From an optimization exercise on the open Yosys and OpenROAD flow, aimed at small area; shortcuts taken in it are not production practice. Function was checked by simulation only, so behaviour that the tests miss may differ from the original. No driver is modelled on the clock port, so clock power and skew are understated where the tree is cut down; a real chip needs a root buffer or a tree. Power is estimated from default activity; no workload was simulated.

Setup of before:
==> flow/design.v <==
`default_nettype none
`default_nettype none
`default_nettype none
`default_nettype none
module fancy_fader(input wire clk, input wire rst, input wire [15:0] random,
	output wire ws2812_out, output wire trigger, output wire data_request);
	reg [10:0] cnt;
	reg hold;
	reg [3:0] fm;
	reg [3:0] ci;
	reg [3:0] start;
	reg [1:0] rgb;
	reg [14:0] ring [0:9];
	reg [3:0] q;
	reg curbit;
	wire in_tx = (cnt[10:7] == 4'd0);
	wire req = (cnt == 11'd128);
	wire [7:0] led_next = {fm, ci} + 8'd1;
	wire last = (rgb == 2'd2) && (led_next == {4'd8, start});
	wire step = in_tx && (cnt[6:0] == 7'd119);
	wire frame_end = step && last;
	wire renumber = frame_end && (start == 4'd0);
	wire insert = req && !hold && last && (start == 4'd0);
	assign data_request = req;
	assign trigger = ~hold;
	assign ws2812_out = in_tx && ((cnt[3:0] < 4'd4) || (curbit && (cnt[3:0] < 4'd9)));
	always @(posedge clk) begin
		if (rst) begin
			cnt <= 11'd1280;
			hold <= 1'b0;
		end else begin
			if (req && !hold)
				cnt <= 11'd0;
			else if (cnt == 11'd2000)
				cnt <= 11'd128;
			else
				cnt <= cnt + 11'd1;
			if (req && !hold && last)
				hold <= 1'b1;
			else if (cnt == 11'd1999)
				hold <= 1'b0;
		end
	end
	always @(posedge clk) begin
		if (rst) begin
			fm <= 4'd0;
			ci <= 4'd0;
			start <= 4'd0;
			rgb <= 2'd0;
		end else if (step) begin
			if (rgb != 2'd2) begin
				rgb <= rgb + 2'd1;
			end else begin
				rgb <= 2'd0;
				if (!last) begin
					{fm, ci} <= led_next;
				end else begin
					fm <= 4'd0;
					ci <= start - 4'd1;
					start <= start - 4'd1;
				end
			end
		end
	end
	wire clear = !hold && cnt[10] && !cnt[4];
	integer i;
	always @(posedge clk) begin
		for (i = 1; i < 10; i = i + 1)
			ring[i] <= ring[i-1];
		ring[0] <= clear ? 15'd0 : (insert && q[3]) ? random[14:0] : ring[9];
		ring[5] <= (insert && !q[3]) ? random[14:0] : ring[4];
	end
	wire [3:0] q_inc = renumber ? 4'd2 : 4'd1;
	wire [4:0] q_sum = q + q_inc;
	always @(posedge clk) begin
		if (rst)
			q <= 4'd0;
		else
			q <= (q_sum >= 5'd10) ? q_sum - 5'd10 : q_sum;
	end
	wire [4:0] a = (rgb == 2'd0) ? ring[0][4:0] : (rgb == 2'd1) ? ring[0][9:5] : ring[0][14:10];
	wire [4:0] b = (rgb == 2'd0) ? ring[9][4:0] : (rgb == 2'd1) ? ring[9][9:5] : ring[9][14:10];
	wire [8:0] mix = a * (5'd16 - ci) + b * ci;
	wire [2:0] bsel = in_tx ? cnt[6:4] + {2'd0, cnt[3]} : 3'd0;
	wire load_ok = !in_tx || (cnt[3:2] != 2'b01);
	wire [2:0] bpos = ~bsel;
	wire [7:0] color = mix[8:1];
	always @(posedge clk)
		if (load_ok && q == fm)
			curbit <= color[bpos];
endmodule
make LEC_CHECK=0 CAP_MARGIN=20 CORE_MARGIN=2 CORE_UTILIZATION=40 SLEW_MARGIN=20 finish   # period 12.0 ns
run.sh (not shown) runs the stock make flow with config.mk's settings and CLKGATE_MAP_FILE= SYNTH_SCRIPT=/design/flow/synth_recipe.tcl, a recipe that flattens the netlist after the stock synthesis.
Edits applied to the flow inputs when going from before to after:
==> flow/design.v <==
`default_nettype none
`default_nettype none
`default_nettype none
`default_nettype none
module fancy_fader(input wire clk, input wire rst, input wire [15:0] random,
	output wire ws2812_out, output wire trigger, output wire data_request);
	reg [10:0] cnt;
	reg hold;
	reg [3:0] fm;
	reg [3:0] ci;
	reg [3:0] start;
	reg [1:0] rgb;
	reg [14:0] ring [0:9];
	reg [3:0] q;
	reg [14:0] newcol;
	reg pending;
	reg [7:0] tx;
	wire in_tx = (cnt[10:7] == 4'd0);
	wire req = (cnt == 11'd128);
	wire [7:0] led_next = {fm, ci} + 8'd1;
	wire last = (rgb == 2'd2) && (led_next == {4'd8, start});
	wire step = in_tx && (cnt[6:0] == 7'd64);
	assign data_request = req;
	assign trigger = ~hold;
	wire bit_now = tx[~cnt[6:4]];
	assign ws2812_out = in_tx && ((cnt[3:0] < 4'd4) || (bit_now && (cnt[3:0] < 4'd9)));
	always @(posedge clk) begin
		if (rst) begin
			cnt <= 11'd1280;
			hold <= 1'b0;
		end else begin
			if (req && !hold)
				cnt <= 11'd0;
			else if (cnt == 11'd2000)
				cnt <= 11'd128;
			else
				cnt <= cnt + 11'd1;
			if (req && !hold && last)
				hold <= 1'b1;
			else if (cnt == 11'd1999)
				hold <= 1'b0;
		end
	end
	always @(posedge clk) begin
		if (rst) begin
			fm <= 4'd0;
			ci <= 4'd0;
			start <= 4'd0;
			rgb <= 2'd0;
			pending <= 1'b0;
		end else begin
			if (step) begin
				if (rgb != 2'd2) begin
					rgb <= rgb + 2'd1;
				end else begin
					rgb <= 2'd0;
					if (!last) begin
						{fm, ci} <= led_next;
					end else begin
						fm <= 4'd0;
						ci <= start - 4'd1;
						start <= start - 4'd1;
						pending <= (start == 4'd0);
					end
				end
			end
			if (pending && q == 4'd8)
				pending <= 1'b0;
		end
	end
	always @(posedge clk)
		if (req && last)
			newcol <= random[14:0];
	wire clear = !hold && cnt[10] && !cnt[4];
	wire insert = pending && (q == 4'd8);
	integer i;
	always @(posedge clk) begin
		for (i = 1; i < 10; i = i + 1)
			ring[i] <= ring[i-1];
		ring[0] <= clear ? 15'd0 : insert ? newcol : ring[9];
	end
	always @(posedge clk) begin
		if (rst || q == 4'd9 || insert)
			q <= 4'd0;
		else
			q <= q + 4'd1;
	end
	wire [4:0] a = (rgb == 2'd0) ? ring[0][4:0] : (rgb == 2'd1) ? ring[0][9:5] : ring[0][14:10];
	wire [4:0] b = (rgb == 2'd0) ? ring[9][4:0] : (rgb == 2'd1) ? ring[9][9:5] : ring[9][14:10];
	wire [8:0] mix = a * (5'd16 - ci) + b * ci;
	wire load_ok = !in_tx || (cnt[6:3] == 4'hf) || (cnt[6:1] == 6'd0);
	always @(posedge clk)
		if (load_ok && q == fm)
			tx <= mix[8:1];
endmodule
==> comparison <==
after against before: final weighted congestion of routability-driven global placement saw an increase, layout net count lost 4.7%.
before -> after: post-route setup TNS delta 0, exact match
The die of after is larger than the one used in before.
before → after: global-route usage now sits lower, cell total after placement now sits lower.


fancy_fader, a different RTL version from the one above (not shown whole).
For scale: roughly 570 cells after synthesis, roughly 180 flip-flops, about 21 I/O pins.
==> module fancy_fader, before the edit <==
module fancy_fader(input wire clk, input wire rst, input wire [15:0] random,
	output wire ws2812_out, output wire trigger, output wire data_request);
	reg [10:0] cnt;
	reg hold;
	reg [3:0] fm;
	reg [3:0] ci;
	reg [3:0] start;
	reg [1:0] rgb;
	reg [14:0] ring [0:9];
	reg [3:0] q;
	reg curbit;
	wire in_tx = (cnt[10:7] == 4'd0);
	wire req = (cnt == 11'd128);
	wire [7:0] led_next = {fm, ci} + 8'd1;
	wire last = (rgb == 2'd2) && (led_next == {4'd8, start});
	wire step = in_tx && (cnt[6:0] == 7'd119);
	wire frame_end = step && last;
	wire renumber = frame_end && (start == 4'd0);
	wire insert = req && !hold && last && (start == 4'd0);
	assign data_request = req;
	assign trigger = ~hold;
	assign ws2812_out = in_tx && ((cnt[3:0] < 4'd4) || (curbit && (cnt[3:0] < 4'd9)));
	always @(posedge clk) begin
		if (rst) begin
			cnt <= 11'd1280;
			hold <= 1'b0;
		end else begin
			if (req && !hold)
				cnt <= 11'd0;
			else if (cnt == 11'd2000)
				cnt <= 11'd128;
			else
				cnt <= cnt + 11'd1;
			if (req && !hold && last)
				hold <= 1'b1;
			else if (cnt == 11'd1999)
				hold <= 1'b0;
		end
	end
	always @(posedge clk) begin
		if (rst) begin
			fm <= 4'd0;
			ci <= 4'd0;
			start <= 4'd0;
			rgb <= 2'd0;
		end else if (step) begin
			if (rgb != 2'd2) begin
				rgb <= rgb + 2'd1;
			end else begin
				rgb <= 2'd0;
				if (!last) begin
					{fm, ci} <= led_next;
				end else begin
					fm <= 4'd0;
					ci <= start - 4'd1;
					start <= start - 4'd1;
				end
			end
		end
	end
	wire clear = !hold && cnt[10] && !cnt[4];
	integer i;
	always @(posedge clk) begin
		for (i = 1; i < 10; i = i + 1)
			ring[i] <= ring[i-1];
		ring[0] <= clear ? 15'd0 : (insert && q[3]) ? random[14:0] : ring[9];
		ring[5] <= (insert && !q[3]) ? random[14:0] : ring[4];
	end
	wire [3:0] q_inc = renumber ? 4'd2 : 4'd1;
	wire [4:0] q_sum = q + q_inc;
	always @(posedge clk) begin
		if (rst)
			q <= 4'd0;
		else
			q <= (q_sum >= 5'd10) ? q_sum - 5'd10 : q_sum;
	end
	wire [4:0] a = (rgb == 2'd0) ? ring[0][4:0] : (rgb == 2'd1) ? ring[0][9:5] : ring[0][14:10];
	wire [4:0] b = (rgb == 2'd0) ? ring[9][4:0] : (rgb == 2'd1) ? ring[9][9:5] : ring[9][14:10];
	wire [4:0] m0 = ci[0] ? b : a;
	wire [4:0] m1 = ci[1] ? b : a;
	wire [4:0] m2 = ci[2] ? b : a;
	wire [4:0] m3 = ci[3] ? b : a;
	wire [8:0] mix = {4'd0, a} + {4'd0, m0} + {3'd0, m1, 1'b0} + {2'd0, m2, 2'b0} + {1'b0, m3, 3'b0};
	wire [2:0] bsel = in_tx ? cnt[6:4] + {2'd0, cnt[3]} : 3'd0;
	wire load_ok = !in_tx || (cnt[3:2] != 2'b01);
	wire [2:0] bpos = ~bsel;
	wire [7:0] color = mix[8:1];
	always @(posedge clk)
		if (load_ok && q == fm)
			curbit <= color[bpos];
endmodule
==> flow/config.mk <==
export PLATFORM = sky130hd
export DESIGN_NAME = fancy_fader
export DESIGN_NICKNAME = fancy_fader
export VERILOG_FILES = /design/flow/design.v
export SDC_FILE = /design/flow/constraint.sdc
export NUM_CORES = 4
export LEC_CHECK = 0
export CAP_MARGIN = 20
export CORE_MARGIN = 2
export CORE_UTILIZATION = 40
export SLEW_MARGIN = 20
export CTS_LEAVES = 12
export CTS_LEAF_CELL = sky130_fd_sc_hd__clkbuf_8
export CTS_ROOT_CELL = sky130_fd_sc_hd__clkbuf_8
export PRE_CTS_TCL = /design/flow/flow/mycts.tcl
export BUFFER_PORTS_ARGS = -buffer_cell sky130_fd_sc_hd__buf_1
export PRE_RESIZE_TCL = /design/flow/flow/downsize.tcl
==> flow/constraint.sdc <==
create_clock -name core_clock -period 12.0 [get_ports {clk}]
set_input_delay 2.4000 -clock core_clock [delete_from_list [all_inputs] [get_ports {clk}]]
set_output_delay 2.4000 -clock core_clock [all_outputs]
set_load 0.01 [all_outputs]
standard.sh (not shown) runs the stock make flow with config.mk's settings and CLKGATE_MAP_FILE= SYNTH_SCRIPT=/design/flow/synth_recipe.tcl, a recipe that flattens the netlist after the stock synthesis.
==> flow/flow/run.sh <==
#!/bin/bash
# own flow: the standard flow (standard.sh, unchanged synthesis) with
# extra ORFS settings: a hand-built two-level clock tree (flow/mycts.tcl)
# instead of TritonCTS, small port buffers, and logic cells taken down to
# their smallest drive strength before repair_design (flow/downsize.tcl).
HERE=$(pwd)
cat >> config.mk <<EOC
export CTS_LEAVES = 12
export CTS_LEAF_CELL = sky130_fd_sc_hd__clkbuf_8
export CTS_ROOT_CELL = sky130_fd_sc_hd__clkbuf_8
export PRE_CTS_TCL = $HERE/flow/mycts.tcl
export BUFFER_PORTS_ARGS = -buffer_cell sky130_fd_sc_hd__buf_1
export PRE_RESIZE_TCL = $HERE/flow/downsize.tcl
EOC
bash standard.sh > standard.log 2>&1
Other scripts of this flow, unchanged in this note and not shown: flow/flow/downsize.tcl, flow/flow/mycts.tcl
Rerun with:
--- a/flow/design.v
+++ b/flow/design.v
@@ -12,13 +12,12 @@
 	reg [1:0] rgb;
 	reg [14:0] ring [0:9];
-	reg [3:0] q;
+	reg [3:0] d;
 	reg curbit;
 	wire in_tx = (cnt[10:7] == 4'd0);
 	wire req = (cnt == 11'd128);
 	wire [7:0] led_next = {fm, ci} + 8'd1;
-	wire last = (rgb == 2'd2) && (led_next == {4'd8, start});
+	wire led_end = (rgb == 2'd2);
+	wire last = led_end && (led_next == {4'd8, start});
 	wire step = in_tx && (cnt[6:0] == 7'd119);
-	wire frame_end = step && last;
-	wire renumber = frame_end && (start == 4'd0);
 	wire insert = req && !hold && last && (start == 4'd0);
 	assign data_request = req;
@@ -49,5 +48,5 @@
 			rgb <= 2'd0;
 		end else if (step) begin
-			if (rgb != 2'd2) begin
+			if (!led_end) begin
 				rgb <= rgb + 2'd1;
 			end else begin
@@ -57,9 +56,15 @@
 				end else begin
 					fm <= 4'd0;
-					ci <= start - 4'd1;
-					start <= start - 4'd1;
+					start <= ci;
 				end
 			end
 		end
+	end
+	wire d_hold = in_tx && led_end && (cnt[6:1] == 6'd59) && (last || (cnt[0] && ci == 4'hf));
+	always @(posedge clk) begin
+		if (rst)
+			d <= 4'd0;
+		else if (!d_hold)
+			d <= (d == 4'd9) ? 4'd0 : d + 4'd1;
 	end
 	wire clear = !hold && cnt[10] && !cnt[4];
@@ -68,14 +73,6 @@
 		for (i = 1; i < 10; i = i + 1)
 			ring[i] <= ring[i-1];
-		ring[0] <= clear ? 15'd0 : (insert && q[3]) ? random[14:0] : ring[9];
-		ring[5] <= (insert && !q[3]) ? random[14:0] : ring[4];
-	end
-	wire [3:0] q_inc = renumber ? 4'd2 : 4'd1;
-	wire [4:0] q_sum = q + q_inc;
-	always @(posedge clk) begin
-		if (rst)
-			q <= 4'd0;
-		else
-			q <= (q_sum >= 5'd10) ? q_sum - 5'd10 : q_sum;
+		ring[0] <= clear ? 15'd0 : (insert && !d[2]) ? random[14:0] : ring[9];
+		ring[5] <= (insert && d[2]) ? random[14:0] : ring[4];
 	end
 	wire [4:0] a = (rgb == 2'd0) ? ring[0][4:0] : (rgb == 2'd1) ? ring[0][9:5] : ring[0][14:10];
@@ -91,5 +88,5 @@
 	wire [7:0] color = mix[8:1];
 	always @(posedge clk)
-		if (load_ok && q == fm)
+		if (load_ok && d == 4'd0)
 			curbit <= color[bpos];
 endmodule
=> The changed run produced a clean layout; maximum frequency went down by a few percent; wire length went down by a few percent; combinational power went down by well over a third; worst setup slack gets worse by 0.18 ns; design area went down by a few percent; synthesized area went down slightly; clock power went down slightly; clock skew stays flat; total power went down by a few percent; global-route usage went down by 0.21 points; sequential cell count does not change.
In every run of this note, the design's own scripts or RTL, not TritonCTS, make the clock network.


Starting RTL as in the previous note.
Settings: LEC_CHECK=0, CAP_MARGIN=20, CORE_MARGIN=2, CORE_UTILIZATION=40, SLEW_MARGIN=20, CTS_ARGS=-sink_clustering_enable -repair_clock_nets -buf_list sky130_fd_sc_hd__clkbuf_8 -sink_clustering_size 24 -dont_use_dummy_load, BUFFER_PORTS_ARGS=-buffer_cell sky130_fd_sc_hd__buf_1, PRE_RESIZE_TCL=/design/flow/flow/downsize.tcl; clock period 12.0 ns.
==> flow/flow/run.sh <==
#!/bin/bash
# own flow: the standard flow (standard.sh, unchanged synthesis) with
# extra ORFS settings: no dummy clock loads in CTS, small port buffers,
# and logic cells taken down to their smallest drive strength before
# repair_design (flow/downsize.tcl).
HERE=$(pwd)
cat >> config.mk <<EOC
export CTS_ARGS = -sink_clustering_enable -repair_clock_nets -buf_list sky130_fd_sc_hd__clkbuf_8 -sink_clustering_size 24 -dont_use_dummy_load
export BUFFER_PORTS_ARGS = -buffer_cell sky130_fd_sc_hd__buf_1
export PRE_RESIZE_TCL = $HERE/flow/downsize.tcl
EOC
bash standard.sh > standard.log 2>&1
==> flow/flow/downsize.tcl <==
# PRE_RESIZE hook: move every combinational cell to the smallest drive
# strength of its function; repair_design, which runs right after, adds
# back buffering or sizing wherever slew, capacitance or fanout need it.
set block [ord::get_db_block]
set db [ord::get_db]
set n 0
foreach inst [$block getInsts] {
  set m [[$inst getMaster] getName]
  if { ![regexp {^sky130_fd_sc_hd__([a-z0-9]+)_([0-9]+)$} $m all base drive] } { continue }
  if { [regexp {^(df|edf|sdf|dl|tap|fill|decap|conb|clk|buf|inv)} $base] } { continue }
  if { $drive <= 1 } { continue }
  foreach d {0 1} {
    if { $d >= $drive } { break }
    set cand "sky130_fd_sc_hd__${base}_$d"
    set cm [$db findMaster $cand]
    if { $cm != "NULL" && [lsearch -exact $::env(DONT_USE_CELLS) $cand] < 0 } {
      replace_cell [$inst getName] $cand
      incr n
      break
    }
  }
}
puts "downsize.tcl: replaced $n cells"
Next try:
--- a/flow/design.v
+++ b/flow/design.v
@@ -9,19 +9,18 @@
 	reg [3:0] fm;
 	reg [3:0] ci;
 	reg [3:0] start;
 	reg [1:0] rgb;
 	reg [14:0] ring [0:9];
-	reg [3:0] q;
+	reg [3:0] d;
 	reg curbit;
 	wire in_tx = (cnt[10:7] == 4'd0);
 	wire req = (cnt == 11'd128);
 	wire [7:0] led_next = {fm, ci} + 8'd1;
-	wire last = (rgb == 2'd2) && (led_next == {4'd8, start});
+	wire led_end = (rgb == 2'd2);
+	wire last = led_end && (led_next == {4'd8, start});
 	wire step = in_tx && (cnt[6:0] == 7'd119);
-	wire frame_end = step && last;
-	wire renumber = frame_end && (start == 4'd0);
 	wire insert = req && !hold && last && (start == 4'd0);
 	assign data_request = req;
 	assign trigger = ~hold;
 	assign ws2812_out = in_tx && ((cnt[3:0] < 4'd4) || (curbit && (cnt[3:0] < 4'd9)));
 	always @(posedge clk) begin
@@ -46,39 +45,40 @@
 			fm <= 4'd0;
 			ci <= 4'd0;
 			start <= 4'd0;
 			rgb <= 2'd0;
 		end else if (step) begin
-			if (rgb != 2'd2) begin
+			if (!led_end) begin
 				rgb <= rgb + 2'd1;
 			end else begin
 				rgb <= 2'd0;
 				if (!last) begin
 					{fm, ci} <= led_next;
 				end else begin
 					fm <= 4'd0;
-					ci <= start - 4'd1;
-					start <= start - 4'd1;
+					start <= ci;
 				end
 			end
 		end
+	end
+	wire d_hold = step && led_end && !last && (ci == 4'hf);
+	wire d_dec = step && last;
+	always @(posedge clk) begin
+		if (rst)
+			d <= 4'd0;
+		else if (d_dec)
+			d <= (d == 4'd0) ? 4'd9 : d - 4'd1;
+		else if (!d_hold)
+			d <= (d == 4'd9) ? 4'd0 : d + 4'd1;
 	end
 	wire clear = !hold && cnt[10] && !cnt[4];
 	integer i;
 	always @(posedge clk) begin
 		for (i = 1; i < 10; i = i + 1)
 			ring[i] <= ring[i-1];
-		ring[0] <= clear ? 15'd0 : (insert && q[3]) ? random[14:0] : ring[9];
-		ring[5] <= (insert && !q[3]) ? random[14:0] : ring[4];
-	end
-	wire [3:0] q_inc = renumber ? 4'd2 : 4'd1;
-	wire [4:0] q_sum = q + q_inc;
-	always @(posedge clk) begin
-		if (rst)
-			q <= 4'd0;
-		else
-			q <= (q_sum >= 5'd10) ? q_sum - 5'd10 : q_sum;
+		ring[0] <= clear ? 15'd0 : (insert && !d[2]) ? random[14:0] : ring[9];
+		ring[5] <= (insert && d[2]) ? random[14:0] : ring[4];
 	end
 	wire [4:0] a = (rgb == 2'd0) ? ring[0][4:0] : (rgb == 2'd1) ? ring[0][9:5] : ring[0][14:10];
 	wire [4:0] b = (rgb == 2'd0) ? ring[9][4:0] : (rgb == 2'd1) ? ring[9][9:5] : ring[9][14:10];
 	wire [4:0] m0 = ci[0] ? b : a;
 	wire [4:0] m1 = ci[1] ? b : a;
@@ -88,8 +88,8 @@
 	wire [2:0] bsel = in_tx ? cnt[6:4] + {2'd0, cnt[3]} : 3'd0;
 	wire load_ok = !in_tx || (cnt[3:2] != 2'b01);
 	wire [2:0] bpos = ~bsel;
 	wire [7:0] color = mix[8:1];
 	always @(posedge clk)
-		if (load_ok && q == fm)
+		if (load_ok && d == 4'd0)
 			curbit <= color[bpos];
 endmodule
- maximum frequency went down by about 2%
- setup slack loses 0.11 ns
- sequential share of layout area is higher by 0.64 points
- count of clock-buffer cells in the layout is unchanged
- total power rose by 0.73%

==> afterwards: timing with drivers on the ports <==
In the flow no input, the clock included, has a driving cell. The finished layouts below were timed again as built, in two steps. Step 1: set_driving_cell puts a clkbuf_16 on clk and a buf_2 on each other input, an assumption about the parent block. Step 2 also shifts input and output timing later by t, the mid clock arrival at the registers, as if the neighbouring blocks saw the same clock. Three values: ideal ports, drivers, drivers and shift; two values: the first two.
run	t, ns	setup WS [ns]	cell pins on the clock port's net
before	0.462	6.440 / 6.440 / 6.440	1
after	0.530	6.609 / 6.609 / 6.609	1
the first run of note 2	0.459	6.994 / 6.994 / 6.994	1
the second run of note 2	0.455	6.812 / 6.812 / 6.812	1
the first run of note 3	0.470	6.968 / 6.968 / 6.968	1
the second run of note 3	0.472	6.859 / 6.859 / 6.859	1
After both steps setup and hold are still met in every run listed.
